Source: an optimization exercise on an open RTL-to-GDS flow (aim: small area). Production flows keep margins and buffers that such runs may drop.
Only simulation tests tie the RTL to the original design; equivalence was not proved.
No activity file was given, so power comes from the tool's default toggle rates.

### design/flow/design.v
`timescale 1ns / 1ps
module fast_detector(
    input clk,
    input en,
    input [7:0] row_cnt,
    input [8:0] col_cnt,
    input [7:0] f_6,
    input [7:0] f_5,
    input [7:0] f_4,
    input [7:0] f_3,
    input [7:0] f_2,
    input [7:0] f_1,
    input [7:0] f_0,
    output is_FAST
    );
parameter ROW = 240;
parameter COL = 376;
localparam [17:0] THR0 = {1'b1, 8'hE6, 1'b0, 8'h19};
reg [7:0] fast_row_cnt;
reg [8:0] fast_col_cnt;
reg start_cnt;
wire col_end = (fast_col_cnt == COL - 1);
wire row_end = (fast_row_cnt == ROW - 1);
wire trig = (row_cnt == 8'd1) && (col_cnt == 9'd33);
always @(posedge clk or negedge en) begin
    if (!en) begin
        fast_row_cnt <= 8'd7;
        fast_col_cnt <= 9'd6;
        start_cnt <= 1'b0;
    end
    else begin
        if (!start_cnt && trig)
            fast_col_cnt <= 9'd7;
        else if (col_end)
            fast_col_cnt <= 9'd0;
        else
            fast_col_cnt <= fast_col_cnt + 1'b1;
        if (start_cnt) begin
            if (col_end) begin
                if (row_end) begin
                    fast_row_cnt <= 8'd0;
                    start_cnt <= 1'b0;
                end
                else
                    fast_row_cnt <= fast_row_cnt + 1'b1;
            end
        end
        else if (trig)
            start_cnt <= 1'b1;
    end
end
reg [7:0] r0_1, r6_1;
reg [7:0] r1_1, r1_2, r5_1, r5_2;
reg [7:0] r2_1, r2_2, r2_3, r3_1, r3_2, r4_1, r4_2, r4_3;
reg [17:0] t3;    
always @(posedge clk or negedge en) begin
    if (!en) begin
        r0_1 <= 8'd0; r6_1 <= 8'd0;
        r1_1 <= 8'd0; r1_2 <= 8'd0; r5_1 <= 8'd0; r5_2 <= 8'd0;
        r2_1 <= 8'd0; r2_2 <= 8'd0; r2_3 <= 8'd0;
        r3_1 <= 8'd0; r3_2 <= 8'd0; t3 <= THR0;
        r4_1 <= 8'd0; r4_2 <= 8'd0; r4_3 <= 8'd0;
    end
    else begin
        r0_1 <= f_0; r6_1 <= f_6;
        r1_1 <= f_1; r1_2 <= r1_1; r5_1 <= f_5; r5_2 <= r5_1;
        r2_1 <= f_2; r2_2 <= r2_1; r2_3 <= r2_2;
        r3_1 <= f_3; r3_2 <= r3_1; t3 <= thr(r3_2);
        r4_1 <= f_4; r4_2 <= r4_1; r4_3 <= r4_2;
    end
end
function cy8;
    input [7:0] a;
    input [7:0] b;
    integer i;
    reg g;
    begin
        g = 1'b0;
        for (i = 0; i < 8; i = i + 1)
            g = (a[i] & b[i]) | ((a[i] | b[i]) & g);
        cy8 = g;
    end
endfunction
function [17:0] thr;
    input [7:0] c;
    reg [8:0] tb, td;
    begin
        tb = {1'b0, c} + 9'd25;
        td = {1'b0, c} - 9'd26;
        thr = {~tb[8], ~tb[7:0], ~td[8], ~td[7:0]};
    end
endfunction
function [1:0] cls;    
    input [7:0] p;
    input [17:0] t;
    begin
        cls[1] = t[17] & cy8(p, t[16:9]);
        cls[0] = t[8] & ~cy8(p, t[7:0]);
    end
endfunction
wire [17:0] t0 = thr(f_3);
wire [17:0] t1 = thr(r3_1);
wire [1:0] k9  = cls(r6_1, t0);
wire [1:0] k15 = cls(r0_1, t0);
wire [1:0] k10 = cls(r5_2, t0);
wire [1:0] k14 = cls(r1_2, t0);
wire [1:0] k11 = cls(r4_3, t0);
wire [1:0] k12;            
wire [1:0] k13 = cls(r2_3, t0);
wire [1:0] k0  = cls(r0_1, t1);
wire [1:0] k8  = cls(r6_1, t1);
wire [1:0] k1  = cls(f_0, t1);
wire [1:0] k7  = cls(f_6, t1);
wire [1:0] k2  = cls(r1_1, t3);
wire [1:0] k6  = cls(r5_1, t3);
wire [1:0] k3  = cls(f_2, t3);
wire [1:0] k4  = cls(f_3, t3);
assign k12 = {k4[0], k4[1]};
wire [1:0] k5  = cls(f_4, t3);
reg [13:0] s0_1, s0_2, s0_3;    
reg [7:0]  s1_1, s1_2;          
always @(posedge clk or negedge en) begin
    if (!en) begin
        s0_1 <= 14'd0; s0_2 <= 14'd0; s0_3 <= 14'd0;
        s1_1 <= 8'd0; s1_2 <= 8'd0;
    end
    else begin
        s0_1 <= {k15, k14, k13, k12, k11, k10, k9};
        s0_2 <= s0_1; s0_3 <= s0_2;
        s1_1 <= {k8, k7, k1, k0}; s1_2 <= s1_1;
    end
end
wire [31:0] ring_w;
assign ring_w[1:0]   = s1_2[1:0];
assign ring_w[3:2]   = s1_2[3:2];
assign ring_w[5:4]   = k2;
assign ring_w[7:6]   = k3;
assign ring_w[9:8]   = k4;
assign ring_w[11:10] = k5;
assign ring_w[13:12] = k6;
assign ring_w[15:14] = s1_2[5:4];
assign ring_w[17:16] = s1_2[7:6];
assign ring_w[31:18] = s0_3;
wire [15:0] rb, rd;
genvar gi;
generate for (gi = 0; gi < 16; gi = gi + 1) begin: g_unpack
    assign rb[gi] = ring_w[2*gi+1];
    assign rd[gi] = ring_w[2*gi];
end endgenerate
function fast_f;
    input [15:0] b;
    input [15:0] d;
    integer i;
    reg [15:0] n, e, a, run;
    reg [7:0] sa, pb, sb, pa;    
    reg hit;
    begin
        for (i = 0; i < 16; i = i + 1) begin
            n[i] = b[i] | d[i];
            e[i] = (b[i] & b[(i + 1) % 16]) | (d[i] & d[(i + 1) % 16]);
        end
        sa[7] = e[7];  pa[0] = e[0];
        sb[7] = e[15]; pb[0] = e[8];
        for (i = 6; i >= 0; i = i - 1) begin
            sa[i] = sa[i+1] & e[i];
            sb[i] = sb[i+1] & e[i+8];
        end
        for (i = 1; i < 8; i = i + 1) begin
            pa[i] = pa[i-1] & e[i];
            pb[i] = pb[i-1] & e[i+8];
        end
        run[0] = pa[7];
        run[8] = pb[7];
        for (i = 1; i < 8; i = i + 1) begin
            run[i]   = sa[i] & pb[i-1];
            run[i+8] = sb[i] & pa[i-1];
        end
        hit = 1'b0;
        for (i = 0; i < 16; i = i + 1) begin
            if (i == 0)
                a[i] = n[0];
            else
                a[i] = n[i] & (e[i-1] | ~a[i-1]);
            hit = hit | (a[i] & run[i]);
        end
        fast_f = hit;
    end
endfunction
wire corner = fast_f(rb, rd);
reg [24:0] dly;
always @(posedge clk or negedge en) begin
    if (!en) dly <= 25'd0;
    else dly <= {dly[23:0], corner};
end
assign is_FAST = dly[24] && start_cnt && (fast_row_cnt >= 8'd7 && fast_row_cnt <= 8'd231 && fast_col_cnt >= 9'd7 && fast_col_cnt <= 9'd367);
endmodule
### design/flow/flow/abc_area.script
strash
&get -n
&st
&deepsyn -T 60
&put
dc2
&get -n
&st
&dch -f
&nf -R 1000
&put
topo
dnsize
### design/flow/flow/resynth.ys
# Re-map the combinational logic of the standard synthesis netlist for area.
# Registers (and tie cells) are kept as they are: same instances, names and cells.
read_liberty -ignore_miss_func LIBFILE
read_verilog INFILE
hierarchy -top TOPNAME
setattr -mod -set keep_hierarchy 1 sky130_fd_sc_hd__df* sky130_fd_sc_hd__conb*
flatten
opt_clean -purge
techmap
opt -fast -purge
abc -liberty LIBFILE -script ABCSCRIPT -dont_use sky130_fd_sc_hd__lpflow_bleeder_1 -dont_use sky130_fd_sc_hd__lpflow_clkbufkapwr_1 -dont_use sky130_fd_sc_hd__lpflow_clkbufkapwr_16 -dont_use sky130_fd_sc_hd__lpflow_clkbufkapwr_2 -dont_use sky130_fd_sc_hd__lpflow_clkbufkapwr_4 -dont_use sky130_fd_sc_hd__lpflow_clkbufkapwr_8 -dont_use sky130_fd_sc_hd__lpflow_clkinvkapwr_1 -dont_use sky130_fd_sc_hd__lpflow_clkinvkapwr_16 -dont_use sky130_fd_sc_hd__lpflow_clkinvkapwr_2 -dont_use sky130_fd_sc_hd__lpflow_clkinvkapwr_4 -dont_use sky130_fd_sc_hd__lpflow_clkinvkapwr_8 -dont_use sky130_fd_sc_hd__lpflow_decapkapwr_12 -dont_use sky130_fd_sc_hd__lpflow_decapkapwr_3 -dont_use sky130_fd_sc_hd__lpflow_decapkapwr_4 -dont_use sky130_fd_sc_hd__lpflow_decapkapwr_6 -dont_use sky130_fd_sc_hd__lpflow_decapkapwr_8 -dont_use sky130_fd_sc_hd__lpflow_inputiso0n_1 -dont_use sky130_fd_sc_hd__lpflow_inputiso0p_1 -dont_use sky130_fd_sc_hd__lpflow_inputiso1n_1 -dont_use sky130_fd_sc_hd__lpflow_inputiso1p_1 -dont_use sky130_fd_sc_hd__lpflow_inputisolatch_1 -dont_use sky130_fd_sc_hd__lpflow_isobufsrc_1 -dont_use sky130_fd_sc_hd__lpflow_isobufsrc_16 -dont_use sky130_fd_sc_hd__lpflow_isobufsrc_2 -dont_use sky130_fd_sc_hd__lpflow_isobufsrc_4 -dont_use sky130_fd_sc_hd__lpflow_isobufsrc_8 -dont_use sky130_fd_sc_hd__lpflow_isobufsrckapwr_16 -dont_use sky130_fd_sc_hd__lpflow_lsbuf_lh_hl_isowell_tap_1 -dont_use sky130_fd_sc_hd__lpflow_lsbuf_lh_hl_isowell_tap_2 -dont_use sky130_fd_sc_hd__lpflow_lsbuf_lh_hl_isowell_tap_4 -dont_use sky130_fd_sc_hd__lpflow_lsbuf_lh_isowell_4 -dont_use sky130_fd_sc_hd__lpflow_lsbuf_lh_isowell_tap_1 -dont_use sky130_fd_sc_hd__lpflow_lsbuf_lh_isowell_tap_2 -dont_use sky130_fd_sc_hd__lpflow_lsbuf_lh_isowell_tap_4 -dont_use sky130_fd_sc_hd__probe_p_8 -dont_use sky130_fd_sc_hd__probec_p_8 
opt_clean -purge
hilomap -singleton -hicell sky130_fd_sc_hd__conb_1 HI -locell sky130_fd_sc_hd__conb_1 LO
insbuf -buf sky130_fd_sc_hd__buf_4 A X
splitnets
opt_clean -purge
blackbox sky130_fd_sc_hd__*
stat -liberty LIBFILE
write_verilog -noattr -nohex -nodec OUTFILE
### design/flow/constraint.sdc
create_clock -name core_clock -period 5.0 [get_ports {clk}]
set_input_delay 1.0000 -clock core_clock [delete_from_list [all_inputs] [get_ports {clk}]]
set_output_delay 1.0000 -clock core_clock [all_outputs]
set_load 0.01 [all_outputs]
### design/flow/flow/ownsynth.ys
# Our own synthesis of the design straight from the RTL, mapped for area.
# Register names are then matched to the standard synthesis (rename_regs.py).
read_verilog -defer DESIGNFILE
hierarchy -check -top TOPNAME
synth -top TOPNAME -flatten -nofsm -noshare
opt_clean -purge
dfflibmap -liberty LIBFILE -dont_use sky130_fd_sc_hd__lpflow_bleeder_1 -dont_use sky130_fd_sc_hd__lpflow_clkbufkapwr_1 -dont_use sky130_fd_sc_hd__lpflow_clkbufkapwr_16 -dont_use sky130_fd_sc_hd__lpflow_clkbufkapwr_2 -dont_use sky130_fd_sc_hd__lpflow_clkbufkapwr_4 -dont_use sky130_fd_sc_hd__lpflow_clkbufkapwr_8 -dont_use sky130_fd_sc_hd__lpflow_clkinvkapwr_1 -dont_use sky130_fd_sc_hd__lpflow_clkinvkapwr_16 -dont_use sky130_fd_sc_hd__lpflow_clkinvkapwr_2 -dont_use sky130_fd_sc_hd__lpflow_clkinvkapwr_4 -dont_use sky130_fd_sc_hd__lpflow_clkinvkapwr_8 -dont_use sky130_fd_sc_hd__lpflow_decapkapwr_12 -dont_use sky130_fd_sc_hd__lpflow_decapkapwr_3 -dont_use sky130_fd_sc_hd__lpflow_decapkapwr_4 -dont_use sky130_fd_sc_hd__lpflow_decapkapwr_6 -dont_use sky130_fd_sc_hd__lpflow_decapkapwr_8 -dont_use sky130_fd_sc_hd__lpflow_inputiso0n_1 -dont_use sky130_fd_sc_hd__lpflow_inputiso0p_1 -dont_use sky130_fd_sc_hd__lpflow_inputiso1n_1 -dont_use sky130_fd_sc_hd__lpflow_inputiso1p_1 -dont_use sky130_fd_sc_hd__lpflow_inputisolatch_1 -dont_use sky130_fd_sc_hd__lpflow_isobufsrc_1 -dont_use sky130_fd_sc_hd__lpflow_isobufsrc_16 -dont_use sky130_fd_sc_hd__lpflow_isobufsrc_2 -dont_use sky130_fd_sc_hd__lpflow_isobufsrc_4 -dont_use sky130_fd_sc_hd__lpflow_isobufsrc_8 -dont_use sky130_fd_sc_hd__lpflow_isobufsrckapwr_16 -dont_use sky130_fd_sc_hd__lpflow_lsbuf_lh_hl_isowell_tap_1 -dont_use sky130_fd_sc_hd__lpflow_lsbuf_lh_hl_isowell_tap_2 -dont_use sky130_fd_sc_hd__lpflow_lsbuf_lh_hl_isowell_tap_4 -dont_use sky130_fd_sc_hd__lpflow_lsbuf_lh_isowell_4 -dont_use sky130_fd_sc_hd__lpflow_lsbuf_lh_isowell_tap_1 -dont_use sky130_fd_sc_hd__lpflow_lsbuf_lh_isowell_tap_2 -dont_use sky130_fd_sc_hd__lpflow_lsbuf_lh_isowell_tap_4 -dont_use sky130_fd_sc_hd__probe_p_8 -dont_use sky130_fd_sc_hd__probec_p_8 
opt
abc -liberty LIBFILE -script ABCSCRIPT -dont_use sky130_fd_sc_hd__lpflow_bleeder_1 -dont_use sky130_fd_sc_hd__lpflow_clkbufkapwr_1 -dont_use sky130_fd_sc_hd__lpflow_clkbufkapwr_16 -dont_use sky130_fd_sc_hd__lpflow_clkbufkapwr_2 -dont_use sky130_fd_sc_hd__lpflow_clkbufkapwr_4 -dont_use sky130_fd_sc_hd__lpflow_clkbufkapwr_8 -dont_use sky130_fd_sc_hd__lpflow_clkinvkapwr_1 -dont_use sky130_fd_sc_hd__lpflow_clkinvkapwr_16 -dont_use sky130_fd_sc_hd__lpflow_clkinvkapwr_2 -dont_use sky130_fd_sc_hd__lpflow_clkinvkapwr_4 -dont_use sky130_fd_sc_hd__lpflow_clkinvkapwr_8 -dont_use sky130_fd_sc_hd__lpflow_decapkapwr_12 -dont_use sky130_fd_sc_hd__lpflow_decapkapwr_3 -dont_use sky130_fd_sc_hd__lpflow_decapkapwr_4 -dont_use sky130_fd_sc_hd__lpflow_decapkapwr_6 -dont_use sky130_fd_sc_hd__lpflow_decapkapwr_8 -dont_use sky130_fd_sc_hd__lpflow_inputiso0n_1 -dont_use sky130_fd_sc_hd__lpflow_inputiso0p_1 -dont_use sky130_fd_sc_hd__lpflow_inputiso1n_1 -dont_use sky130_fd_sc_hd__lpflow_inputiso1p_1 -dont_use sky130_fd_sc_hd__lpflow_inputisolatch_1 -dont_use sky130_fd_sc_hd__lpflow_isobufsrc_1 -dont_use sky130_fd_sc_hd__lpflow_isobufsrc_16 -dont_use sky130_fd_sc_hd__lpflow_isobufsrc_2 -dont_use sky130_fd_sc_hd__lpflow_isobufsrc_4 -dont_use sky130_fd_sc_hd__lpflow_isobufsrc_8 -dont_use sky130_fd_sc_hd__lpflow_isobufsrckapwr_16 -dont_use sky130_fd_sc_hd__lpflow_lsbuf_lh_hl_isowell_tap_1 -dont_use sky130_fd_sc_hd__lpflow_lsbuf_lh_hl_isowell_tap_2 -dont_use sky130_fd_sc_hd__lpflow_lsbuf_lh_hl_isowell_tap_4 -dont_use sky130_fd_sc_hd__lpflow_lsbuf_lh_isowell_4 -dont_use sky130_fd_sc_hd__lpflow_lsbuf_lh_isowell_tap_1 -dont_use sky130_fd_sc_hd__lpflow_lsbuf_lh_isowell_tap_2 -dont_use sky130_fd_sc_hd__lpflow_lsbuf_lh_isowell_tap_4 -dont_use sky130_fd_sc_hd__probe_p_8 -dont_use sky130_fd_sc_hd__probec_p_8 
opt_clean -purge
setundef -zero
hilomap -singleton -hicell sky130_fd_sc_hd__conb_1 HI -locell sky130_fd_sc_hd__conb_1 LO
insbuf -buf sky130_fd_sc_hd__buf_4 A X
splitnets
opt_clean -purge
rename -hide w:*$func$*
stat -liberty LIBFILE
write_verilog -noattr -nohex -nodec OUTFILE
### design/flow/flow/run.sh
#!/bin/bash
# Standard layout with these changes to how it is built:
#  - the netlist is our own Yosys synthesis of the RTL (-nofsm -noshare,
#    flattened), mapped for area with ABC; its registers get the names of the
#    standard synthesis's registers (paired by the RTL register bit on their Q
#    pin, same cell types).  If they do not pair up one to one, the standard
#    synthesis netlist is used, with only its combinational logic re-mapped.
#  - ports are buffered with the smallest buffer (buf_1) instead of the default pick
#  - clock tree: sink clusters sized for the flop clock-pin slew limit, no dummy loads
set -euo pipefail
here=$(pwd)
res=$here/orfs/results/$FLOW_PLATFORM/fast_detector/base
lib=$FLOW_HOME/platforms/$FLOW_PLATFORM/lib/sky130_fd_sc_hd__tt_025C_1v80.lib
yosys_bin=$FLOW_HOME/../tools/install/yosys/bin/yosys
[ -x "$yosys_bin" ] || yosys_bin=yosys

export BUFFER_PORTS_ARGS="-buffer_cell sky130_fd_sc_hd__buf_1"
export CTS_ARGS="-sink_clustering_enable -repair_clock_nets -dont_use_dummy_load -buf_list sky130_fd_sc_hd__clkbuf_4 -sink_clustering_size 9 -sink_clustering_max_diameter 60"

bash standard.sh synth > synth_flow.log 2>&1
cp "$res/1_2_yosys.v" "$here/standard_synth.v"

subst() {
  sed -e "s#LIBFILE#$lib#g" -e "s#INFILE#$here/standard_synth.v#" \
      -e "s#DESIGNFILE#$FLOW_DESIGN#" -e "s#ABCSCRIPT#$here/flow/abc_area.script#" \
      -e "s#OUTFILE#$2#" -e "s#TOPNAME#$FLOW_TOP#g" "$1"
}

# 2a. own synthesis from the RTL, registers renamed to the standard names
use=""
subst flow/ownsynth.ys "$here/own_synth.v" > ownsynth_run.ys
if "$yosys_bin" -s ownsynth_run.ys > ownsynth.log 2>&1 &&
   python3 flow/rename_regs.py "$here/standard_synth.v" "$here/own_synth.v" "$here/own_renamed.v" > rename.log 2>&1; then
  use="$here/own_renamed.v"
fi
# 2b. fallback: re-map only the combinational logic of the standard netlist
if [ -z "$use" ]; then
  subst flow/resynth.ys "$here/resynth.v" > resynth_run.ys
  "$yosys_bin" -s resynth_run.ys > resynth.log 2>&1
  use="$here/resynth.v"
fi
echo "netlist used: $use" > netlist_choice.log
cp "$use" "$res/1_2_yosys.v"
rm -f "$res/1_synth.odb" "$res/1_synth.sdc"
touch "$res/1_2_yosys.v"

# 3. the rest of the standard layout on that netlist
bash standard.sh finish > layout_flow.log 2>&1
### design/flow/standard.sh
#!/bin/bash
# synth_recipe.tcl (not shown) runs the flow's synth.tcl, then flattens the netlist and writes it again
# the make line also repeats each setting of config.mk as NAME=value (left out here)
make -C /OpenROAD-flow-scripts/flow DESIGN_CONFIG=/design/flow/config.mk WORK_HOME=/design/flow/orfs CLKGATE_MAP_FILE= SYNTH_SCRIPT=/design/flow/synth_recipe.tcl "${@:-finish}"
### design/flow/config.mk
export PLATFORM = sky130hd
export DESIGN_NAME = fast_detector
export DESIGN_NICKNAME = fast_detector
export VERILOG_FILES = /design/flow/design.v
export SDC_FILE = /design/flow/constraint.sdc
export NUM_CORES = 4
export LEC_CHECK = 0
export CAP_MARGIN = 5
export CORE_MARGIN = 2
export CORE_UTILIZATION = 40
export SLEW_MARGIN = 5
### design/flow/flow/rename_regs.py
#!/usr/bin/env python3
"""Give the registers of our own synthesis netlist the instance names the
standard synthesis gave them, matching each register by the net on its Q pin
(both netlists name it after the RTL register bit).  Refuses (exit 1) unless
the registers pair up one to one with the same cell type (drive strength may
differ)."""
import re, sys

CELL = re.compile(r'^\s*(sky130_fd_sc_hd__\w+)\s+(\\\S+\s|\S+)\s*\((.*?)\);', re.M | re.S)
PIN = re.compile(r'\.(\w+)\(\s*([^()]*?)\s*\)')

def norm(n):
    n = n.strip()
    if n.startswith('\\'):
        n = n[1:]
    return n.strip()

def regs(text):
    out = {}
    for m in CELL.finditer(text):
        cell, inst, body = m.group(1), m.group(2), m.group(3)
        if not re.match(r'sky130_fd_sc_hd__(df|sdf|edf|dl)', cell):
            continue
        pins = dict((p, v) for p, v in PIN.findall(body))
        q = pins.get('Q') or pins.get('Q_N')
        if q is None:
            raise SystemExit('register without Q: %s' % inst)
        key = norm(q)
        if key in out:
            raise SystemExit('two registers drive %s' % key)
        out[key] = (cell, inst, m.start(2), m.end(2))
    return out

def base(cell):
    return re.sub(r'_\d+$', '', cell)

std = open(sys.argv[1]).read()
own = open(sys.argv[2]).read()
rs, ro = regs(std), regs(own)
if set(rs) != set(ro):
    print('register sets differ: only standard %s, only own %s' % (sorted(set(rs) - set(ro))[:10], sorted(set(ro) - set(rs))[:10]))
    sys.exit(1)
for k in rs:
    if base(rs[k][0]) != base(ro[k][0]):
        print('cell type differs for %s: %s vs %s' % (k, rs[k][0], ro[k][0]))
        sys.exit(1)
# rename from the end so that offsets stay valid
edits = sorted(((ro[k][2], ro[k][3], rs[k][1]) for k in ro), reverse=True)
names = set(m.group(2).strip() for m in CELL.finditer(own))
for s, e, new in edits:
    own = own[:s] + new.rstrip() + ' ' + own[e:]
# no other instance may already carry one of the new names
newnames = set(rs[k][1].strip() for k in rs)
oldregnames = set(ro[k][1].strip() for k in ro)
if (names - oldregnames) & newnames:
    print('name clash')
    sys.exit(1)
if re.search(r'\\[^\s]*[/:]', own):
    print('identifier with / or : left')
    sys.exit(1)
open(sys.argv[3], 'w').write(own)
print('renamed %d registers' % len(rs))
==> results of run 1 <==
[worst min-delay path by stage]
| stage | startpoint | to | slack (ns) | cells after the start |
|---|---|---|---|---|
| 2_1_floorplan | dly[9] | dly[10] | 0.33 | 0 |
| 3_3_place_gp | r4_2[7] | r4_3[7] | 0.33 | 0 |
| 3_5_place_dp | r2_2[2] | r2_3[2] | 0.33 | 0 |
| 4_1_cts | r4_2[1] | r4_3[1] | 0.33 | 0 |
| 5_1_grt | r4_1[2] | r4_2[2] | 0.33 | 0 |
| 6_report | r4_2[1] | r4_3[1] | 0.33 | 0 |
[sequential cells by signal, indices dropped and copies added, names as in the netlist, 9 cells and up]
signal / flops
dly: 25
fast_col_cnt: 9
s0_1: 14
s0_2: 14
s0_3: 14
t3: 18
[per-layer routing]
layer / share of wire (%) / up-vias / routed length (µm)
li1: - / 3396 / -
met1: 47 / 3429 / 10400
met2: 45 / 231 / 9990
met3: 5.0 / 38 / 1090
met4: 2.1 / 0 / 472
met5: 0 / - / 0
[worst max-delay path: stages (launching register included)]
cell and delay [ns]:
dfrtp_2 0.50, a22oi_1 0.19, o21ai_0 0.11, o221ai_1 0.10, a21oi_1 0.11, a221oi_1 0.31, o21ai_1 0.12, a21oi_1 0.30
a22oi_1 0.18, nand2b_1 0.13, nand3_1 0.07, o21ai_0 0.14, a221oi_2 0.08, o22ai_1 0.22, o22ai_1 0.13, nor2_1 0.17
o32ai_2 0.12, nor2_1 0.13, o22ai_1 0.11, a221oi_1 0.27, o22ai_1 0.16, or4b_1 0.51, nand4_1 0.08, a31oi_1 0.04
o21ai_0 0.09
[through the flow]
step | instances | hold slack, ns
3_5_place_dp | 1214 | 0.335
2_1_floorplan | 808 | 0.331
5_1_grt | 1247 | 0.334
3_3_place_gp | 1214 | 0.332
6_report | 1247 | 0.329
4_1_cts | 1244 | 0.331
[final cells by class]
cell class | count | area [µm²] | share of cell area (%)
Sequential cell | 231 | 5800 | 55.5
Multi-Input combinational cell | 564 | 3520 | 33.7
Timing Repair Buffer | 95 | 460 | 4.41
Tap cell | 313 | 392 | 3.75
Clock buffer | 30 | 225 | 2.16
Inverter | 13 | 48.8 | 0.467
Antenna cell | 1 | 2.50 | 0.0239
[power by group]
group	internal (mW)	total, mW	switching [mW]
Clock	0.274	0.839	0.565
Combinational	0.237	0.569	0.332
Sequential	2.00	2.13	0.126
Total	2.52	3.54	1.02
[timing repair]
item	CTS	global route
gates resized for setup	0	8
endpoints found under the setup margin	0	1
buffers inserted	0	2
hold buffers	0	0
[cell usage in the layout (no fill, tap or decap), types with 3 or more instances in the layout]
cell	n
nand4_1	3
nand2_1	69
a31oi_1	12
dfrtp_1	215
or2_0	5
nor4_1	3
o211ai_1	8
o311ai_0	3
a221oi_1	31
nor2_1	58
o21ai_0	55
o31ai_1	5
xnor2_1	22
and3_1	7
maj3_1	18
nor2b_1	6
o22ai_1	54
a22oi_1	48
buf_1	74
clkbuf_4	31
clkinv_1	13
dfstp_2	14
a21oi_1	51
a211oi_1	3
a311oi_1	9
nand2b_1	9
a21o_1	3
nor3_1	8
xor2_1	9
a22o_1	7
buf_4	18
nand3_1	13
o221ai_1	19
==> impl_metrics.toml, run 1 <==
[critical_path]
crit_end = "dly[0]"
reg2reg_from = "t3[1]"
cp-end-kind = "register"
critical_path.max_fanout = 10
cp.arrival_ns = 5.05
worstSetupStartpoint = "t3[1]"
start_kind = "register"
ff2ff_path_depth = 24
path_class = "reg2reg"
reg2reg_slack_ns = 0.50
reg2reg_to = "dly[0]"
required_ns = 5.56

[placement]
portBuffers = 75
dp_slack_ns = -0.133
gp_congestion = 0.858
hpwl_um = 15500
placed_area_um2 = 10200

[floorplanning]
dieHeight_um = 157
io_pins = 76
initial_core_util_pct = 41.0
coreArea_um2 = 22800
die_x_um = 157
die_area_um2 = 24600
rows = 55

[cells_and_area]
utilization_pct = 45.9
drive_gt1_share_pct = 7.61
synthToLayoutAreaGrowth_pct = 11.8
final_area_um2 = 10500
fin_nets = 1010
n_fill_cell = 2132

[clock_tree]
cts_buffers = 30
cts_tree = "yes"
clock_latency_ns = 0.67
clk_pin_slew_ns = 0.09
cts_sinks = 231
cts.path.max_buffers = 3
clock-root-buffer = "clkbuf_4"
cts.htree.levels = 1

[detailed_routing]
wl_per_cell_um = 17.6
initialDrtViolationCount = 528
drc_errors = 0
ant_nets = 0
drtPass1Iterations = 5
via_per_inst = 5.69
vias = 7094
drt_wl_total_um = 22000

[timing]
rsz0062_at_grt = "no"
hold_violations = 0
max_freq_mhz = 222
setup_ws_ns = 0.503
finalSetupTns_ns = 0
slew_viol_final = 0
tightest_slew_ns = 1.11
setup_viol = 0
min_period_over_period_pct = 89.9
clock_skew_ns = 0.0626
fin_crit_ns = 4.50
timing.slew.headroom_pct = 25.6

[global_route]
grt_pass1_wl_um = 36200
grtUsageTotal_pct = 18.3
use_met3_pct = 3.07
use_met2_pct = 28.2
grt_busiest_layer = "met2"
met1_usage_pct = 26.8
antenna_found_initial = 1
grt-ovfl-total = 0
grt_start_max_net_pins = 106
grt_pass1_vias = 6733

[pwr]
p_leak_nw = 4.20
vdd_ir_drop_max_mv = 0.175
power_mw = 3.54
p_per_area_nw_per_um2 = 338

[status]
status = "finished clean"

[synth]
synth.avg_cell_area_um2 = 11.6
yosys_warnings = 1
synth_area_um2 = 9350
synthCells = 808
synth_fp_nets = 883

[hold_path]
hp-class = "reg2reg"

[flow_run]
maxCapViolations = 0
==> inputs of run 2 (changes only) <==
--- a/design/flow/config.mk
+++ b/design/flow/config.mk
@@ -8,4 +8,5 @@
 export CAP_MARGIN = 5
 export CORE_MARGIN = 2
 export CORE_UTILIZATION = 40
+export GPL_TIMING_DRIVEN = 0
 export SLEW_MARGIN = 5
==> impl_metrics.toml, run 2 <==
[pwr]
pwr-share-seq_pct = 60.9
p_sw_share_pct = 28.8
p_leak_nw = 4.16
p_comb_share_pct = 15.4
p_int_mw = 2.49
p_per_area_nw_per_um2 = 336
vdd_ir_drop_max_mv = 0.194
pwr-share-clk_pct = 23.6
p_sw_mw = 1.01

[global_route]
grt_start_max_net_pins = 42
grt-ovfl-total = 0
grt_pass1_vias = 6675
grtUsageTotal_pct = 18.0
grt_pass1_wl_um = 35700
antenna_found_initial = 1

[critical_path]
critical_path.max_fanout = 5
path_class = "in2reg"
start_kind = "input pin"
cp.arrival_ns = 5.04
cp-end-kind = "register"
required_ns = 5.55

[cells_and_area]
synthToLayoutAreaGrowth_pct = 11.2
largest_reg_flops = 25
drive_gt1_share_pct = 6.43
regMostFlops = "dly"
layout_common_cells = "215 x dfrtp_1, 72 x buf_1, 69 x nand2_1"
reg.largest.list = "dly x25, t3 x18"
fin_nets = 995
layout_commonest_cell = "dfrtp_1"

[timing]
slew_viol_final = 0
clock_skew_ns = 0.0242
fin_crit_ns = 4.49
rsz0062_at_grt = "no"
min_period_over_period_pct = 89.8
finalSetupTns_ns = 0
hold_ws_ns = 0.172
timing.slew.headroom_pct = 26.8
max_freq_mhz = 223
hold_violations = 0
setup_viol = 0
tightest_slew_ns = 1.09

[clock_tree]
clock_latency_ns = 0.66
cts.htree.levels = 1
cts_buffers = 29
holdBufCountCts = 0
cts_sinks = 231
ctsResizeCount = 0
cts.path.max_buffers = 3
clk_pin_slew_ns = 0.11
postCtsSetupRepairBufs = 0
cts_tree = "yes"
clock-root-buffer = "clkbuf_4"

[floorplanning]
dieHeight_um = 157
io_pins = 76
rows = 55
die_area_um2 = 24600
initial_core_util_pct = 41.0
coreArea_um2 = 22800
die_x_um = 157

[placement]
hpwl_um = 15100
portBuffers = 75
gp_congestion = 0.850

[flow_run]
maxCapViolations = 0

[synth]
synth.avg_cell_area_um2 = 11.6
synth_area_um2 = 9350
yosys_warnings = 1
synth_fp_nets = 883
synthCells = 808

[detailed_routing]
drc_errors = 0
wl_per_cell_um = 17.4
ant_nets = 0
initialDrtViolationCount = 460
drt_wl_total_um = 21400
vias = 6847
via_per_inst = 5.56
drtPass1Iterations = 5

[status]
status = "finished clean"

[hold_path]
hp-class = "in2async"
[run 2: final timing paths]
path                              start               to  slack [ns]  depth (start not counted)
worst max-delay path             f_2[2]           dly[0]        0.51                         24
worst min-delay path                 en  fast_col_cnt[0]        0.17                          1
worst max register to register    t3[2]           dly[0]        0.52                         23
worst min register to register  s0_2[0]          s0_3[0]        0.34                          0
max in group asynchronous            en            t3[0]        3.50                          5
min in group core_clock         s0_2[0]          s0_3[0]        0.34                          0
[run 2: metrics by stage]
stage               utilization, %  instances  instance area [µm²]  worst slack [ns]  total power, mW
floorplan                        -        808                 9350             0.696             2.47
global placement              44.0       1196                10000             -7.96             2.67
detailed placement            44.5       1202                10100            -0.462             2.69
CTS                           45.5       1231                10400             0.255             3.53
global route                  45.6       1232                10400            0.0335             3.72
finish                        45.6       1232                10400             0.511             3.50
[run 2: cell type report]
class	count	area, µm²
repair buffers	81	405
well taps	313	392
fillers	2179	12400
flip-flops and latches	231	5800
clock buffers	29	218
inverters	13	48.8
multi-input cells	564	3530
diodes	1	2.50
[run 2: power groups by stage]
stage | registers, mW | logic (mW) | clock network, mW
after floorplan | 2.12 | 0.344 | 0
after global placement | 2.16 | 0.511 | 0
after detailed placement | 2.17 | 0.526 | 0
after CTS | 2.13 | 0.529 | 0.876
after global routing | 2.15 | 0.615 | 0.957
final | 2.13 | 0.539 | 0.826
[run 2: critical path: stages]
cell and delay [ns]:
buf_1 0.14, a22oi_1 0.22, a21oi_1 0.10, a221oi_1 0.29, nor2_1 0.10, a221oi_1 0.27, o211a_1 0.29, a22oi_1 0.15
nand3_1 0.11, o21ai_0 0.14, a221oi_2 0.26, o22ai_1 0.18, o22ai_1 0.17, nor2_1 0.09, o32ai_2 0.30, nor2_1 0.09
o22ai_1 0.22, a221oi_2 0.07, o22ai_1 0.20, clkinv_1 0.09, a21oi_1 0.20, a21oi_1 0.11, mux2i_1 0.17, o21ai_0 0.09
[run 2: metal layers]
metal | GRT usage (%) | wire, µm
met1 | 26.7 | 10400
met2 | 27.9 | 9670
met3 | 2.80 | 978
met4 | 4.33 | 399
met5 | 0 | 0
==> inputs of run 3 (changes only) <==
--- a/design/flow/config.mk
+++ b/design/flow/config.mk
@@ -7,6 +7,6 @@
 export LEC_CHECK = 0
 export CAP_MARGIN = 5
 export CORE_MARGIN = 2
-export CORE_UTILIZATION = 40
+export CORE_UTILIZATION = 60
 export GPL_TIMING_DRIVEN = 0
 export SLEW_MARGIN = 5
==> impl_metrics.toml, run 3 <==
[critical_path]
cpLargestDelayFamily = "compound AO/OA/AOI/OAI gates"
critical_path.max_fanout = 5
reg2reg_slack_ns = 0.29
cp-end-kind = "register"
reg2reg_from = "t3[2]"
cp.arrival_ns = 5.28
worstSetupStartpoint = "f_2[2]"
required_ns = 5.53
crit_path_max_incr_delay_ns = 0.32
crit_path_cell_trace = "buf_1, a22oi_1, a21oi_1, a221oi_1, nor2_1, a221oi_1, o211a_1, a22oi_1, nand3_1, o21ai_0, a221oi_2, o22ai_2, o22ai_1, nor2_1, o32ai_2, nor2_1, o22ai_1, a221oi_1, o22ai_1, clkinv_1, a21oi_1, a21oi_1, mux2i_1, o21ai_0"
cp_slowest_cell = "a221oi_1"
path_class = "in2reg"
start_kind = "input pin"
cp.buffers_inverters = 2

[cells_and_area]
largest_reg_flops = 25
utilization_pct = 67.4
layout_common_cells = "215 x dfrtp_1, 72 x buf_1, 69 x nand2_1"
regMostFlops = "dly"
layout_commonest_cell = "dfrtp_1"
reg.largest.list = "dly x25, t3 x18"
multi_input_area_um2 = 3530
drive_gt1_share_pct = 6.54
final_area_um2 = 10200
fin_nets = 995
n_fill_cell = 1166
synthToLayoutAreaGrowth_pct = 9.64
regArea_um2 = 5800

[clock_tree]
cts_sinks = 231
clk_pin_slew_ns = 0.11
cts.htree.levels = 1
cts_buffers = 29
cts_tree = "yes"
holdBufCountCts = 0
cts.path.max_buffers = 3
clock_latency_ns = 0.64
clock-root-buffer = "clkbuf_4"

[detailed_routing]
drc_errors = 0
drt_wl_total_um = 21300
vias = 7204
routedLengthMet1_um = 9370
drtPass1Iterations = 7
top_layer = "met4"
ant_nets = 0
via_per_inst = 6.51
dr_wl_met3_um = 1340
wl_per_cell_um = 19.3
initialDrtViolationCount = 654
met2_length_um = 10200

[placement]
placed_area_um2 = 9990
dp_slack_ns = -0.554
portBuffers = 75
hpwl_um = 15400
gp_congestion = 0.897

[pwr]
pwr-share-seq_pct = 60.8
p_comb_share_pct = 15.8
pwr-share-clk_pct = 23.4
p_per_area_nw_per_um2 = 342
p_sw_mw = 1.01
p_int_mw = 2.49
p_leak_nw = 4.16
p_sw_share_pct = 28.8
vdd_ir_drop_max_mv = 0.256

[timing]
clock_skew_ns = 0.0279
setup_viol = 0
fin_crit_ns = 4.74
slew_viol_final = 0
timing.slew.headroom_pct = 27.6
setup_ws_ns = 0.256
min_period_over_period_pct = 94.9
max_freq_mhz = 211
tightest_slew_ns = 1.08
hold_violations = 0
finalSetupTns_ns = 0

[floorplanning]
dieHeight_um = 129
io_pins = 76
die_x_um = 129
coreArea_um2 = 15200
initial_core_util_pct = 61.5
rows = 45
die_area_um2 = 16600

[hold_path]
hp-start = "s0_2[7]"
hp-class = "reg2reg"

[status]
status = "finished clean"

[global_route]
grt_pass1_wl_um = 35300
antenna_found_initial = 1
grt_pass1_vias = 6852
grt-ovfl-total = 0
grt_start_max_net_pins = 44
grtUsageTotal_pct = 26.6

[synth]
synth_fp_nets = 883
synthCells = 808
yosys_warnings = 1
synth.avg_cell_area_um2 = 11.6
synth_area_um2 = 9350

[flow_run]
maxCapViolations = 0
## run 3: area by class of cell
type                            count  share of cell area [%]
Timing Repair Buffer               81                    4.03
Sequential cell                   231                    56.6
Inverter                           13                   0.476
Antenna cell                        1                  0.0244
Multi-Input combinational cell    564                    34.5
Tap cell                          188                    2.30
Clock buffer                       29                    2.12
## run 3: what timing repair did
action / CTS / global route
gates resized for setup: 0 / 14
buffers inserted: 0 / 0
setup endpoints to repair: 0 / 1
hold endpoints to repair: 0 / 0
## run 3: per-stage QoR
step / cells / total power [mW] / hold WS [ns]
4_1_cts: 1106 / 3.51 / 0.334
2_1_floorplan: 808 / 2.47 / 0.331
6_report: 1107 / 3.50 / 0.334
5_1_grt: 1107 / 3.70 / 0.340
3_3_place_gp: 1071 / 2.66 / 0.332
3_5_place_dp: 1077 / 2.70 / 0.335
## run 3: final timing paths
kind | end | cells after the start
max | dly[0] | 24
min reg2reg | s0_3[7] | 0
max in group asynchronous | t3[10] | 4
min in group asynchronous | s0_3[7] | 1
min | s0_3[7] | 0
max reg2reg | dly[0] | 23
## run 3: layer usage
metal / vias to the layer above / GRT usage [%]
li1: 3349 / -
met1: 3481 / 39.2
met2: 333 / 42.9
met3: 41 / 3.83
met4: 0 / 6.20
met5: - / 0
## run 3: power by group through the flow
stage | clock network [mW] | logic [mW] | registers, mW
detailed placement | 0 | 0.535 | 2.16
finish | 0.818 | 0.554 | 2.13
global route | 0.938 | 0.618 | 2.15
global placement | 0 | 0.506 | 2.16
floorplan | 0 | 0.344 | 2.12
CTS | 0.851 | 0.538 | 2.13
==> inputs of run 4 (changes only) <==
--- a/design/flow/config.mk
+++ b/design/flow/config.mk
@@ -7,6 +7,5 @@
 export LEC_CHECK = 0
 export CAP_MARGIN = 5
 export CORE_MARGIN = 2
-export CORE_UTILIZATION = 60
-export GPL_TIMING_DRIVEN = 0
+export CORE_UTILIZATION = 76
 export SLEW_MARGIN = 5
==> impl_metrics.toml, run 4 <==
[status]
status = "finished clean"

[clock_tree]
clock-root-buffer = "clkbuf_4"
cts.htree.levels = 1
cts_tree = "yes"
holdBufCountCts = 0
cts.path.max_buffers = 3
cts_buffers = 29
cts_sinks = 231
clock_latency_ns = 0.67
clk_pin_slew_ns = 0.09

[cells_and_area]
largest_reg_flops = 25
fin_nets = 1000
drive_gt1_share_pct = 6.61
regMostFlops = "dly"
utilization_pct = 84.7
diodes = 0
synthToLayoutAreaGrowth_pct = 8.83
reg.largest.list = "dly x25, t3 x18"
layout_common_cells = "216 x dfrtp_1, 74 x buf_1, 69 x nand2_1"
layout_commonest_cell = "dfrtp_1"
final_area_um2 = 10200

[critical_path]
cp-end-kind = "register"
cp.arrival_ns = 5.31
ff2ff_path_depth = 25
cp_slowest_cell = "dfrtp_1"
critical_path.max_fanout = 10
path_class = "reg2reg"
crit_path_max_incr_delay_ns = 0.60
required_ns = 5.58
start_kind = "register"

[synth]
yosys_warnings = 1
synthCells = 808
synth_area_um2 = 9350
synth_fp_nets = 883
synth.avg_cell_area_um2 = 11.6

[timing]
hold_ws_ns = 0.318
setup_ws_ns = 0.275
setup_viol = 0
timing.slew.headroom_pct = 31.7
max_freq_mhz = 212
tightest_slew_ns = 1.02
fin_crit_ns = 4.73
clock_skew_ns = 0.0365
hold_violations = 0
min_period_over_period_pct = 94.5
slew_viol_final = 0
finalSetupTns_ns = 0

[floorplanning]
coreArea_um2 = 12000
io_pins = 76
dieHeight_um = 115
rows = 40
initial_core_util_pct = 77.8
die_x_um = 115
die_area_um2 = 13200

[global_route]
grtUsageTotal_pct = 35.9
antenna_found_initial = 0
grt_pass1_vias = 7559
grt_start_max_net_pins = 85
grt-ovfl-total = 0
grt_pass1_wl_um = 37400

[placement]
hpwl_um = 16300
dp_slack_ns = -0.279
placed_area_um2 = 9920
portBuffers = 75
gp_congestion = 0.965

[detailed_routing]
drt_wl_total_um = 23200
ant_nets = 0
drc_errors = 0
drtPass1Iterations = 8
via_per_inst = 7.18
initialDrtViolationCount = 1190
wl_per_cell_um = 21.7
vias = 7685

[pwr]
p_per_area_nw_per_um2 = 349
vdd_ir_drop_max_mv = 0.242
p_leak_nw = 4.16

[flow_run]
maxCapViolations = 0

[hold_path]
hp-class = "reg2reg"
hold_depth = 0
run 4: where the power goes:
group          leakage (nW)  total (mW)  internal [mW]  switching, mW
registers              2.76        2.14           2.00          0.139
logic                  1.26       0.575          0.226          0.348
clock network         0.133       0.829          0.266          0.564
total                  4.16        3.55           2.50           1.05
run 4: stage by stage:
step	std cells	total power, mW
3_3_place_gp	1040	2.67
5_1_grt	1070	3.71
4_1_cts	1069	3.52
2_1_floorplan	808	2.47
6_report	1070	3.55
3_5_place_dp	1040	2.71
run 4: worst paths after layout:
check	from	endpoint	slack, ns
min	r4_2[1]	r4_3[1]	0.32
max reg2reg	t3[2]	dly[0]	0.27
min in group asynchronous	en	dly[22]	0.52
max in group asynchronous	en	t3[10]	3.51
max	t3[2]	dly[0]	0.27
min reg2reg	r4_2[1]	r4_3[1]	0.32
run 4: worst max-delay path: cells and delay by family (launching register included):
kind | cells | cell delay, ns
buffers and inverters | 1 | 0.09
flip-flops | 1 | 0.60
AO/OA/AOI/OAI | 19 | 3.40
AND/OR/NAND/NOR | 4 | 0.43
multiplexers | 1 | 0.13
run 4: repair_timing:
action | CTS | global route
resized for setup | 0 | 6
setup buffers | 0 | 1
endpoints found under the setup margin | 0 | 1
run 4: layout make-up:
type | instances | area (µm²)
multi-input combinational | 564 | 3530
fill | 637 | 1840
clock buffer | 29 | 218
timing repair buffer | 86 | 393
tap | 147 | 184
inverter | 13 | 48.8
sequential | 231 | 5800
run 4: metal layers:
metal	vias to the layer above	track usage (%)	wire, µm
met1	3698	47.3	8960
met3	106	6.33	1740
met4	0	15.7	980
met5	-	0	0
met2	517	59.7	11500
li1	3364	-	-
==> inputs of run 5 (changes only) <==
--- a/design/flow/config.mk
+++ b/design/flow/config.mk
@@ -7,5 +7,5 @@
 export LEC_CHECK = 0
 export CAP_MARGIN = 5
 export CORE_MARGIN = 2
-export CORE_UTILIZATION = 76
+export CORE_UTILIZATION = 55
 export SLEW_MARGIN = 5
==> impl_metrics.toml, run 5 <==
[floorplanning]
initial_core_util_pct = 56.4
die_x_um = 134
io_pins = 76
die_area_um2 = 18100
rows = 47
coreArea_um2 = 16600
dieHeight_um = 134

[hold_path]
hp-class = "reg2reg"

[detailed_routing]
ant_nets = 0
drc_errors = 0
drtPass1Iterations = 5
wl_per_cell_um = 19.2
via_per_inst = 6.33
initialDrtViolationCount = 586
drt_wl_total_um = 21900
vias = 7253

[pwr]
power_mw = 3.52
p_sw_share_pct = 29.0
pwr-share-seq_pct = 60.6
vdd_ir_drop_max_mv = 0.218
p_int_mw = 2.50
p_leak_nw = 4.17
pwr-share-clk_pct = 23.4
p_sw_mw = 1.02
p_comb_share_pct = 16.0
p_per_area_nw_per_um2 = 343

[critical_path]
crit_path_max_incr_delay_ns = 0.54
path_class = "in2reg"
cp_slowest_cell = "or4b_1"
reg2reg_from = "t3[10]"
cp-end-kind = "register"
reg2reg_to = "dly[0]"
critical_path.max_fanout = 5
required_ns = 5.57
ff2ff_path_depth = 23
reg2reg_slack_ns = 0.35
cp.arrival_ns = 5.23
worstSetupStartpoint = "f_2[1]"
crit_path_cell_trace = "buf_1, o211a_1, a221oi_1, o21ai_0, o21ai_0, a21oi_1, a221oi_1, nor2_2, a22oi_1, nand3_1, o21ai_0, a221oi_2, o22ai_1, o22ai_1, nor2_1, o32ai_2, nor2_1, o22ai_1, a221oi_1, o22ai_1, or4b_1, nand4_1, a31oi_1, o21ai_0"
start_kind = "input pin"
crit_end = "dly[0]"

[cells_and_area]
synthToLayoutAreaGrowth_pct = 9.86
drive_gt1_share_pct = 6.70
largest_reg_flops = 25
layout_commonest_cell = "dfrtp_1"
fin_nets = 1002
layout_common_cells = "215 x dfrtp_1, 74 x buf_1, 69 x nand2_1"
reg.largest.list = "dly x25, t3 x18"
regMostFlops = "dly"

[global_route]
grt_start_max_net_pins = 91
grt_pass1_vias = 6993
antenna_found_initial = 1
grtUsageTotal_pct = 24.7
grt-ovfl-total = 0
grt_pass1_wl_um = 35900

[clock_tree]
clock-root-buffer = "clkbuf_4"
cts.path.max_buffers = 3
clock_latency_ns = 0.66
cts_tree = "yes"
cts_sinks = 231
cts.htree.levels = 1
clk_pin_slew_ns = 0.09
cts_buffers = 29

[placement]
hpwl_um = 15600
gp_congestion = 0.919
dp_slack_ns = -0.212
portBuffers = 75

[timing]
setup_viol = 0
timing.slew.headroom_pct = 26.5
hold_violations = 0
slew_viol_final = 0
rsz0062_at_grt = "no"
min_period_over_period_pct = 93.3
fin_crit_ns = 4.66
clock_skew_ns = 0.0268
max_freq_mhz = 214
tightest_slew_ns = 1.09
setup_ws_ns = 0.337

[synth]
synth_fp_nets = 883
synthCells = 808
yosys_warnings = 1
synth_area_um2 = 9350
synth.avg_cell_area_um2 = 11.6

[flow_run]
maxCapViolations = 0

[status]
status = "finished clean"
[run 5: power by group through the flow]
stage,registers (mW),clock network (mW),logic [mW]
3_3_place_gp,2.16,0,0.529
6_report,2.13,0.824,0.563
4_1_cts,2.13,0.858,0.549
5_1_grt,2.15,0.936,0.622
3_5_place_dp,2.17,0,0.546
2_1_floorplan,2.12,0,0.344
[run 5: area by class of cell]
| type | instances | area (µm²) |
|---|---|---|
| sequential | 231 | 5800 |
| multi-input combinational | 564 | 3520 |
| clock buffer | 29 | 218 |
| timing repair buffer | 88 | 408 |
| antenna | 1 | 2.50 |
| tap | 220 | 275 |
| inverter | 13 | 48.8 |
| fill | 1411 | 6310 |
[run 5: routing by layer]
metal,track usage [%],vias up,part of all wire (%)
met3,4.65,36,6.1
met2,40.3,300,48
met5,0,-,0
met1,34.6,3554,43
li1,-,3363,-
met4,6.26,0,2.0
[run 5: what timing repair did]
action	CTS	global route
hold buffers	0	0
buffers inserted	0	0
gates resized for setup	0	5
endpoints found under the setup margin	0	1
[run 5: through the flow]
step           area [µm²]  hold WS, ns  utilization (%)  TNS, ns  instances
6_report            10300        0.340             61.9        0       1146
5_1_grt             10300        0.327             61.9        0       1146
4_1_cts             10200        0.337             61.8        0       1145
3_5_place_dp        10000        0.335             60.5   -0.212       1116
3_3_place_gp        10000        0.331             60.5        0       1116
2_1_floorplan        9350        0.331                -        0        808
[run 5: worst min path at each step]
stage / start / end / slack [ns] / cells after the start
after global routing: r4_1[6] / r4_2[6] / 0.33 / 0
after CTS: r4_1[6] / r4_2[6] / 0.34 / 0
final: r4_2[0] / r4_3[0] / 0.34 / 0
after global placement: s0_2[10] / s0_3[10] / 0.33 / 0
after detailed placement: s0_1[10] / s0_2[10] / 0.33 / 0
after floorplan: dly[9] / dly[10] / 0.33 / 0
[run 5: worst max-delay path: cells and delay by family]
kind / cells / cell delay, ns
AO/OA/AOI/OAI: 17 / 2.91
buffers and inverters: 1 / 0.12
AND/OR/NAND/NOR: 6 / 1.19
==> inputs of run 6 (changes only) <==
--- a/design/flow/config.mk
+++ b/design/flow/config.mk
@@ -7,5 +7,5 @@
 export LEC_CHECK = 0
 export CAP_MARGIN = 5
 export CORE_MARGIN = 2
-export CORE_UTILIZATION = 55
+export CORE_UTILIZATION = 68
 export SLEW_MARGIN = 5
==> impl_metrics.toml, run 6 <==
[detailed_routing]
drt_wl_total_um = 21800
drc_errors = 0
drtPass1Iterations = 8
routedLengthMet1_um = 8810
via_per_inst = 6.77
ant_nets = 0
vias = 7414
dr_wl_met3_um = 1570
met2_length_um = 10900
top_layer = "met4"
initialDrtViolationCount = 782
wl_per_cell_um = 19.9

[cells_and_area]
diodes = 0
reg.largest.list = "dly x25, t3 x18"
n_fill_cell = 891
layout_commonest_cell = "dfrtp_1"
synthToLayoutAreaGrowth_pct = 8.82
largest_reg_flops = 25
drive_gt1_share_pct = 6.42
regArea_um2 = 5800
fin_nets = 996
regMostFlops = "dly"
fin_cells = 1095
multi_input_area_um2 = 3530
layout_common_cells = "215 x dfrtp_1, 74 x buf_1, 69 x nand2_1"

[flow_run]
maxCapViolations = 0

[critical_path]
cp-end-kind = "register"
crit_path_cell_trace = "o211a_1, a221oi_1, o21ai_0, o21ai_0, a21oi_1, a221oi_1, nor2_2, a22oi_2, nand3_1, o21ai_0, a221oi_2, o22ai_1, o22ai_1, nor2_1, o32ai_2, nor2_1, o22ai_1, a221oi_2, o22ai_2, clkinv_1, a21oi_1, a21oi_1, mux2i_1, o21ai_0"
cp.arrival_ns = 5.16
crit_path_max_incr_delay_ns = 0.66
cp.buffers_inverters = 1
path_class = "reg2reg"
cp_common_cell = "o21ai_0"
cpLargestDelayFamily = "compound AO/OA/AOI/OAI gates"
start_kind = "register"
required_ns = 5.53
cp_slowest_cell = "dfstp_2"
critical_path.max_fanout = 10

[global_route]
grtUsageTotal_pct = 30.9
grt_pass1_vias = 7183
antenna_found_initial = 0
grt_start_max_net_pins = 160
grt_pass1_wl_um = 36100
grt-ovfl-total = 0

[timing]
timing.slew.headroom_pct = 26.3
rsz0062_at_grt = "no"
setup_ws_ns = 0.370
finalSetupTns_ns = 0
max_freq_mhz = 216
setup_viol = 0
hold_violations = 0
slew_viol_final = 0
clock_skew_ns = 0.0468
fin_crit_ns = 4.63
min_period_over_period_pct = 92.6
tightest_slew_ns = 1.10

[hold_path]
hp-class = "in2async"

[pwr]
pwr-share-clk_pct = 23.3
p_int_mw = 2.49
p_sw_share_pct = 29.1
p_sw_mw = 1.02
p_per_area_nw_per_um2 = 345
p_comb_share_pct = 15.8
pwr-share-seq_pct = 60.9
vdd_ir_drop_max_mv = 0.287
p_leak_nw = 4.14

[placement]
gp_congestion = 0.947
hpwl_um = 15400
portBuffers = 75
place_inst = 1065
dp_slack_ns = -0.331

[floorplanning]
rows = 42
die_area_um2 = 14700
die_x_um = 121
dieHeight_um = 121
io_pins = 76
initial_core_util_pct = 70.0
coreArea_um2 = 13300

[clock_tree]
cts_sinks = 231
cts_buffers = 29
cts.path.max_buffers = 3
holdBufCountCts = 0
cts.htree.levels = 1
cts_tree = "yes"
clk_pin_slew_ns = 0.10
clock-root-buffer = "clkbuf_4"
clock_latency_ns = 0.65

[synth]
synth_fp_nets = 883
synthCells = 808
yosys_warnings = 1
synth_area_um2 = 9350
synth.avg_cell_area_um2 = 11.6

[status]
status = "finished clean"
## run 6: cell count changes in the layout (fill, tap and decap cells not counted), sizes merged
cell / before / now
diode: 1 / 0
buf: 87 / 81
## run 6: layout make-up
type / count / area share, %
clock buffer: 29 / 2.14
inverter: 13 / 0.480
multi-input combinational: 564 / 34.7
sequential: 231 / 57.0
tap: 176 / 2.16
timing repair buffer: 82 / 3.44
## run 6: stage by stage
stage / area [µm²] / util, % / hold WS (ns) / total power [mW]
floorplan: 9350 / - / 0.331 / 2.47
detailed placement: 9910 / 74.3 / 0.335 / 2.69
global route: 10200 / 76.2 / 0.156 / 3.68
finish: 10200 / 76.2 / 0.209 / 3.51
CTS: 10100 / 75.9 / 0.159 / 3.50
global placement: 9910 / 74.3 / 0.331 / 2.65
## run 6: what timing repair did
action | CTS | global route
gates resized for setup | 0 | 9
endpoints found under the hold margin | 0 | 0
setup endpoints to repair | 0 | 1
setup buffers | 0 | 1
## run 6: worst register-to-register path, delay by kind of cell (launching register included)
family | cells | cell delay, ns
buffers and inverters | 1 | 0.11
muxes | 1 | 0.14
and+or+nand+nor | 4 | 0.54
AOI/OAI and AO/OA | 18 | 3.06
DFF | 1 | 0.66
## run 6: power groups by stage
stage / logic, mW / registers (mW) / clock network [mW]
after global placement: 0.496 / 2.16 / 0
after detailed placement: 0.527 / 2.17 / 0
final: 0.555 / 2.14 / 0.816
after global routing: 0.614 / 2.15 / 0.917
after CTS: 0.529 / 2.13 / 0.844
after floorplan: 0.344 / 2.12 / 0
## run 6: path summary, 6_finish.rpt
path | from | cells after the start | end | slack [ns]
setup reg to reg | t3[10] | 24 | dly[0] | 0.37
hold / removal | en | 1 | fast_col_cnt[7] | 0.21
hold reg to reg | r4_2[0] | 0 | r4_3[0] | 0.32
setup / recovery | t3[10] | 24 | dly[0] | 0.37
min in group core_clock | r4_2[0] | 0 | r4_3[0] | 0.32
max in group asynchronous | en | 2 | t3[1] | 3.77
## run 6: per-layer routing
metal	up-vias	global-route usage, %
met2	403	50.5
met1	3596	43.3
met4	0	10.2
li1	3350	-
met3	65	4.32
met5	-	0
==> inputs of run 7 (changes only) <==
--- a/design/flow/flow/run.sh
+++ b/design/flow/flow/run.sh
@@ -15,7 +15,7 @@
 [ -x "$yosys_bin" ] || yosys_bin=yosys
 
 export BUFFER_PORTS_ARGS="-buffer_cell sky130_fd_sc_hd__buf_1"
-export CTS_ARGS="-sink_clustering_enable -repair_clock_nets -dont_use_dummy_load -buf_list sky130_fd_sc_hd__clkbuf_4 -sink_clustering_size 9 -sink_clustering_max_diameter 60"
+export CTS_ARGS="-sink_clustering_enable -repair_clock_nets -dont_use_dummy_load -buf_list sky130_fd_sc_hd__clkbuf_4 -sink_clustering_size 10 -sink_clustering_max_diameter 60"
 
 bash standard.sh synth > synth_flow.log 2>&1
 cp "$res/1_2_yosys.v" "$here/standard_synth.v"
==> impl_metrics.toml, run 7 <==
[cells_and_area]
layout_common_cells = "215 x dfrtp_1, 74 x buf_1, 69 x nand2_1"
drive_gt1_share_pct = 6.11
final_area_um2 = 10200
synthToLayoutAreaGrowth_pct = 8.63
multi_input_area_um2 = 3530
largest_reg_flops = 25
fin_nets = 994
reg.largest.list = "dly x25, t3 x18"
regMostFlops = "dly"
regArea_um2 = 5800
n_fill_cell = 901
layout_commonest_cell = "dfrtp_1"

[critical_path]
cp-end-kind = "register"
start_kind = "register"
path_class = "reg2reg"
cp.arrival_ns = 5.24
required_ns = 5.53
critical_path.max_fanout = 10

[pwr]
power_mw = 3.48
p_leak_nw = 4.13
p_per_area_nw_per_um2 = 343
vdd_ir_drop_max_mv = 0.227

[synth]
synth_area_um2 = 9350
synthCells = 808
synth_fp_nets = 883
synth.avg_cell_area_um2 = 11.6
yosys_warnings = 1

[detailed_routing]
drtPass1Iterations = 6
vias = 7452
via_per_inst = 6.81
drc_errors = 0
drt_wl_total_um = 22000
wl_per_cell_um = 20.1
ant_nets = 0
initialDrtViolationCount = 894

[timing]
tightest_slew_ns = 1.09
fin_crit_ns = 4.70
timing.slew.headroom_pct = 27.1
rsz0062_at_grt = "no"
setup_viol = 0
min_period_over_period_pct = 94.1
hold_violations = 0
slew_viol_final = 0
max_freq_mhz = 213
finalSetupTns_ns = 0
clock_skew_ns = 0.0596
hold_ws_ns = 0.205

[floorplanning]
rows = 42
initial_core_util_pct = 70.0
coreArea_um2 = 13300
io_pins = 76
die_area_um2 = 14700
dieHeight_um = 121
die_x_um = 121

[hold_path]
hp-class = "in2async"

[placement]
placed_area_um2 = 9910
gp_congestion = 0.947
portBuffers = 75
hpwl_um = 15400

[global_route]
grt_pass1_wl_um = 36200
grtUsageTotal_pct = 31.0
grt_start_max_net_pins = 160
antenna_found_initial = 1
grt_pass1_vias = 7219
grt-ovfl-total = 0

[clock_tree]
cts.htree.levels = 1
cts.path.max_buffers = 3
cts_tree = "yes"
cts_buffers = 27
holdBufCountCts = 0
clk_pin_slew_ns = 0.10
clock_latency_ns = 0.64
cts_sinks = 231
clock-root-buffer = "clkbuf_4"

[flow_run]
maxCapViolations = 0

[status]
status = "finished clean"
## run 7: path summary, 6_finish.rpt
kind	slack, ns	to	start	cells past startpoint
min in group core_clock	0.29	r4_3[1]	r4_2[1]	0
max reg2reg	0.30	dly[0]	t3[10]	24
max in group asynchronous	3.70	t3[2]	en	2
min reg2reg	0.29	r4_3[1]	r4_2[1]	0
min	0.20	fast_col_cnt[7]	en	1
max	0.30	dly[0]	t3[10]	24
## run 7: critical path, cell delays in order (launching register included)
cell,delay [ns]
dfstp_2,0.67
o211a_1,0.19
a221oi_1,0.05
o21ai_0,0.26
o21ai_0,0.14
a21oi_1,0.22
a221oi_1,0.09
nor2_2,0.22
a22oi_1,0.16
nand3_1,0.12
o21ai_0,0.13
a221oi_2,0.23
o22ai_1,0.15
o22ai_1,0.20
nor2_1,0.11
o32ai_2,0.30
nor2_1,0.09
o22ai_1,0.20
a221oi_2,0.08
o22ai_2,0.17
clkinv_1,0.11
a21oi_1,0.25
a21oi_1,0.15
mux2i_1,0.15
o21ai_0,0.18
## run 7: area by class of cell
class | count | share of cell area (%)
Inverter | 13 | 0.481
Multi-Input combinational cell | 564 | 34.8
Sequential cell | 231 | 57.1
Tap cell | 176 | 2.17
Clock buffer | 27 | 2.00
Timing Repair Buffer | 82 | 3.45
Antenna cell | 1 | 0.0246
## run 7: repair_timing
action | 4_1_cts | 5_1_grt
gates resized for setup | 0 | 8
setup buffers | 0 | 1
endpoints found under the setup margin | 0 | 1
## run 7: per-stage QoR
step / util, % / setup slack, ns / cells
floorplan: - / 0.696 / 808
global placement: 74.3 / 0.0654 / 1065
detailed placement: 74.3 / -0.331 / 1065
CTS: 75.8 / 0.148 / 1092
global route: 76.1 / 0.0458 / 1094
finish: 76.1 / 0.296 / 1094
## run 7: metal layers
metal	part of all wire, %	global-route usage [%]
met5	0	0
met4	3.6	10.8
met3	7.0	4.32
met2	49	51.0
met1	40	43.1
## run 7: power breakdown
part           internal [mW]  total, mW  switching, mW
sequential              2.00       2.14          0.134
clock                  0.248      0.788          0.540
combinational          0.216      0.555          0.339
total                   2.47       3.48           1.01

-- afterwards: timing with drivers on the ports --
The flow's constraints put no driver on any port. The routed layouts listed below were extracted and timed again, unchanged, in two steps. Step 1 assumes that a clkbuf_16 drives the clock port and a buf_2 every other input. Step 2 also shifts input and output timing later by t, the mid clock arrival at the registers, as if the neighbouring blocks saw the same clock. Slacks: ideal ports / drivers / drivers and shift; pairs: ideal ports / drivers.
run	shift t [ns]	setup WS [ns]	hold WS [ns]	cell pins on the clock port's net
run 1	0.684	0.503 / 0.503 / -0.017	0.329 / 0.329 / 0.329	1
run 2	0.690	0.511 / 0.515 / -0.160	0.172 / 0.153 / 0.337	1
run 3	0.661	0.256 / 0.271 / -0.390	0.334 / 0.334 / 0.334	1
run 4	0.678	0.275 / 0.275 / -0.269	0.318 / 0.318 / 0.318	1
run 5	0.688	0.337 / 0.350 / -0.332	0.340 / 0.340 / 0.340	1
run 6	0.666	0.370 / 0.370 / -0.218	0.209 / 0.194 / 0.325	1
run 7	0.652	0.296 / 0.296 / -0.291	0.205 / 0.187 / 0.293	1
With both steps, setup timing fails in every run listed, where it was met with ideal ports. For run 2, which loses most, drivers alone change the setup slack by +0.004 ns; drivers and shift together by -0.671 ns.
